This design comes from an exercise in tuning for small area on the open sky130 flow, not from production work. Only simulation tests tie the RTL to the original design; equivalence was not proved. The clock port is modelled as an ideal driver; clocking choices that lean on that would not hold on a real chip. Power figures rest on the tool's default switching activity, not on a simulated workload.

==> flow/design.v <==
module led_driver(
	input CLK,
	input RST,
	output LED_R,
	output LED_G,
	output LED_B,
	output VAL_CLK,
	output PWM_CLK
);
	reg [4:0] ps;
	reg [2:0] lo;
	reg [2:0] hq;
	reg [4:0] hy;
	reg [3:0] g;
	reg [2:0] k;
	reg [4:0] x;
	wire tick = ~ps[3] & ~ps[1] & ~ps[0];
	wire last = hq[2] & hq[0] & lo[2] & lo[1];
	wire fend = tick & last;
	wire hinc = tick & (&lo);
	wire step = fend & g[3] & ~g[2] & g[0];    
	assign PWM_CLK = last;
	assign VAL_CLK = g[3] & ~g[0];               
	always @(posedge CLK) begin
		if (RST) begin
			ps <= 5'd2;
			lo <= 3'd7;
			hq <= 3'd0;
			hy <= 5'd31;
			g <= 4'd15;
			k <= 3'd0;
			x <= 5'd0;
		end else begin
			ps <= tick ? 5'd2 : {ps[3:0], ps[4] ^ ps[1]};
			if (tick)
				lo <= lo + 3'd1;
			if (fend) begin
				hq <= 3'd0;
				hy <= 5'd31;
			end else if (hinc) begin
				if (&hy) begin
					hy <= 5'd1;
					hq <= hq + 3'd1;
				end else
					hy <= hy + 5'd1;
			end
			if (fend)
				g <= (g[3] & g[0] & ~g[2]) ? 4'd0 : g + 4'd1;
			if (step) begin
				if (x[4] & x[3] & x[2] & x[1]) begin
					x <= 5'd0;
					k <= k + 3'd1;
				end else
					x <= x + 5'd1;
			end
		end
	end
	wire ya = hy <= x;         
	wire yb = hy <= ~x;        
	function led;
		input [2:0] m;
		input [2:0] hq;
		input ya, yb;
		reg [2:0] qs;
		begin
			qs = {1'b0, m[1:0] ^ {2{m[2]}}};
			led = (hq <= qs) | ((hq == qs + 3'd1) & (m[2] ? yb : ya));
		end
	endfunction
	assign LED_R = led(k + 3'd1, hq, ya, yb);
	assign LED_G = led(k + 3'd2, hq, ya, yb);
	assign LED_B = led(k + 3'd3, hq, ya, yb);
endmodule
==> flow/config.mk <==
export PLATFORM = sky130hd
export DESIGN_NAME = led_driver
export DESIGN_NICKNAME = led_driver
export VERILOG_FILES = /design/flow/design.v
export SDC_FILE = /design/flow/constraint.sdc
export NUM_CORES = 4
export LEC_CHECK = 0
export CAP_MARGIN = 20
export CORE_MARGIN = 2
export CORE_UTILIZATION = 40
export SLEW_MARGIN = 20
==> flow/constraint.sdc <==
create_clock -name core_clock -period 10.0 [get_ports {CLK}]
set_input_delay 2.0000 -clock core_clock [delete_from_list [all_inputs] [get_ports {CLK}]]
set_output_delay 2.0000 -clock core_clock [all_outputs]
set_load 0.01 [all_outputs]
standard.sh (not shown) runs the stock make flow with config.mk's settings and CLKGATE_MAP_FILE= SYNTH_SCRIPT=/design/flow/synth_recipe.tcl, a recipe that flattens the netlist after the stock synthesis.
==> flow/flow/run.sh <==
#!/bin/bash
# Layout flow: the standard flow (standard.sh), with these changes:
#  - ports buffered with the smallest buffer (buf_1)
set -euo pipefail
W=$(pwd)
mkdir -p "$W/abc"
n=0
for seed in $(seq 1 32); do
  n=$((n + 1))
  if [ $seed -le 24 ]; then map='dch
amap'; else map='amap'; fi
  printf 'strash\n&get -n\n&deepsyn -I 1 -J 200 -S %s\n&put\n%s\ntopo\n' $((seed > 24 ? seed - 24 : seed)) "$map" > "$W/abc/area$n.abc"
done
cat > "$W/area_synth.tcl" <<EOT
# synth_recipe.tcl, with the ABC run replaced by the best of the runs in $W/abc
proc abc {args} {
  set dir $W/abc
  set lib {}
  set i [lsearch -exact \$args -liberty]
  if { \$i >= 0 } { set lib [lindex \$args [expr {\$i + 1}]] }
  set i [lsearch -exact \$args -script]
  yosys write_rtlil \$dir/pre_abc.il
  set runs [lsort -dictionary [glob \$dir/area*.abc]]
  set f [open \$dir/jobs.txt w]
  foreach s \$runs {
    set r [file rootname \$s]
    set y [open \$r.ys w]
    puts \$y "read_rtlil \$dir/pre_abc.il"
    puts \$y "abc [join [lreplace \$args \$i [expr {\$i + 1}] -script \$s] { }]"
    puts \$y "tee -q -o \$r.area stat -liberty \$lib"
    close \$y
    puts \$f "\$::env(YOSYS_EXE) -q -l \$r.log -s \$r.ys"
  }
  close \$f
  exec bash -c "xargs -P 4 -I CMD bash -c CMD < \$dir/jobs.txt > \$dir/jobs.log 2>&1 || true"
  set best {}
  foreach s \$runs {
    set r [file rootname \$s]
    if { [catch { set h [open \$r.area]; set t [read \$h]; close \$h }] } { continue }
    if { ![regexp {Chip area for module[^:]*: *([0-9.]+)} \$t -> a] } { continue }
    puts "ABC candidate [file tail \$s]: area \$a"
    if { \$best eq {} || \$a < \$best } { set best \$a; set bests \$s }
  }
  if { \$best eq {} } { set bests [lindex \$runs 0] }
  puts "ABC best candidate [file tail \$bests]: area \$best"
  yosys abc {*}[lreplace \$args \$i [expr {\$i + 1}] -script \$bests]
}
source $W/synth_recipe.tcl
EOT
cat > "$W/clkslew.tcl" <<EOT
source \$::env(SCRIPTS_DIR)/load.tcl
load_design 6_final.odb 6_final.sdc
read_spef \$::env(RESULTS_DIR)/6_final.spef
set_propagated_clock [all_clocks]
set mx 0
foreach p [get_pins -hier */CLK] { set s [get_property \$p slew_max]; if { \$s > \$mx } { set mx \$s } }
set f [open $W/clkslew.txt w]; puts \$f \$mx; close \$f
EOT
targets=finish
for cell in buf_12 clkbuf_16 buf_16; do
  export FLOW_CLKBUF=sky130_fd_sc_hd__$cell
  bash standard.sh SYNTH_SCRIPT="$W/area_synth.tcl" ADDER_MAP_FILE= \
    "BUFFER_PORTS_ARGS=-buffer_cell sky130_fd_sc_hd__buf_1" \
    "PRE_CTS_TCL=$W/flow/clkbuf.tcl" "CTS_ARGS=-clk_nets CLK" \
    $targets >> "$W/standard.log" 2>&1
  bash standard.sh RUN_SCRIPT="$W/clkslew.tcl" run > "$W/clkslew_$cell.log" 2>&1
  slew=$(cat "$W/clkslew.txt")
  echo "clock buffer $cell: largest clock pin slew $slew ns" >> "$W/standard.log"
  if awk -v s="$slew" 'BEGIN { exit !(s < 0.118) }'; then break; fi
  cp -r "$W/orfs/logs" "$W/logs_$cell"   # keep this try's logs; the next try cleans them
  targets="clean_cts clean_route clean_finish finish"
done
Other scripts of this flow, unchanged in this note and not shown: flow/flow/clkbuf.tcl
The baseline ran to the end with no violations.
Edit:
--- a/flow/design.v
+++ b/flow/design.v
@@ -29,5 +29,5 @@
 			hy <= 5'd31;
 			g <= 4'd15;
-			k <= 3'd0;
+			k <= 3'd2;
 			x <= 5'd0;
 		end else begin
@@ -65,9 +65,9 @@
 		begin
 			qs = {1'b0, m[1:0] ^ {2{m[2]}}};
-			led = (hq <= qs) | ((hq == qs + 3'd1) & (m[2] ? yb : ya));
+			led = hq <= qs + (m[2] ? yb : ya);
 		end
 	endfunction
-	assign LED_R = led(k + 3'd1, hq, ya, yb);
-	assign LED_G = led(k + 3'd2, hq, ya, yb);
-	assign LED_B = led(k + 3'd3, hq, ya, yb);
+	assign LED_R = led(k - 3'd1, hq, ya, yb);
+	assign LED_G = led(k, hq, ya, yb);
+	assign LED_B = led(k + 3'd1, hq, ya, yb);
 endmodule
Register-to-register slack improved by 170 ps.
Synthesized area shrinks by 0.40%.
Sequential power hardly moves.
Utilization shrinks by 0.17 points.
Worst setup slack improved by 270 ps.
Clock power hardly moves.
Die area shrinks by 0.38%.
Power shrinks by 2.5%.

[static timing again, ports no longer ideal]
The flow's constraints put no driver on any port. The routed layouts listed below were extracted and timed again, unchanged, in two steps. Step 1: set_driving_cell puts a clkbuf_16 on CLK and a buf_2 on each other input, an assumption about the parent block. Step 2 times the ports against the registers' clock, not the clock port: input delays grow and output delays shrink by t, the midpoint of the rising clock arrivals with the driver on. Three values: no drivers, after step 1, after step 2; two values: the first two.
| run | shift t [ns] | setup slack, ns | worst setup path at the end | worst register clock-pin slew, ns | worst data-port slew with drivers (ns) |
|---|---|---|---|---|---|
| the first run | 0.165 | 5.796 / 5.766 / 5.931 | register to output | 0.11 / 0.11 | 0.03 |
| the second run | 0.167 | 6.068 / 6.039 / 6.205 | register to output | 0.11 / 0.11 | 0.03 |
After both steps setup and hold are still met in every run listed.
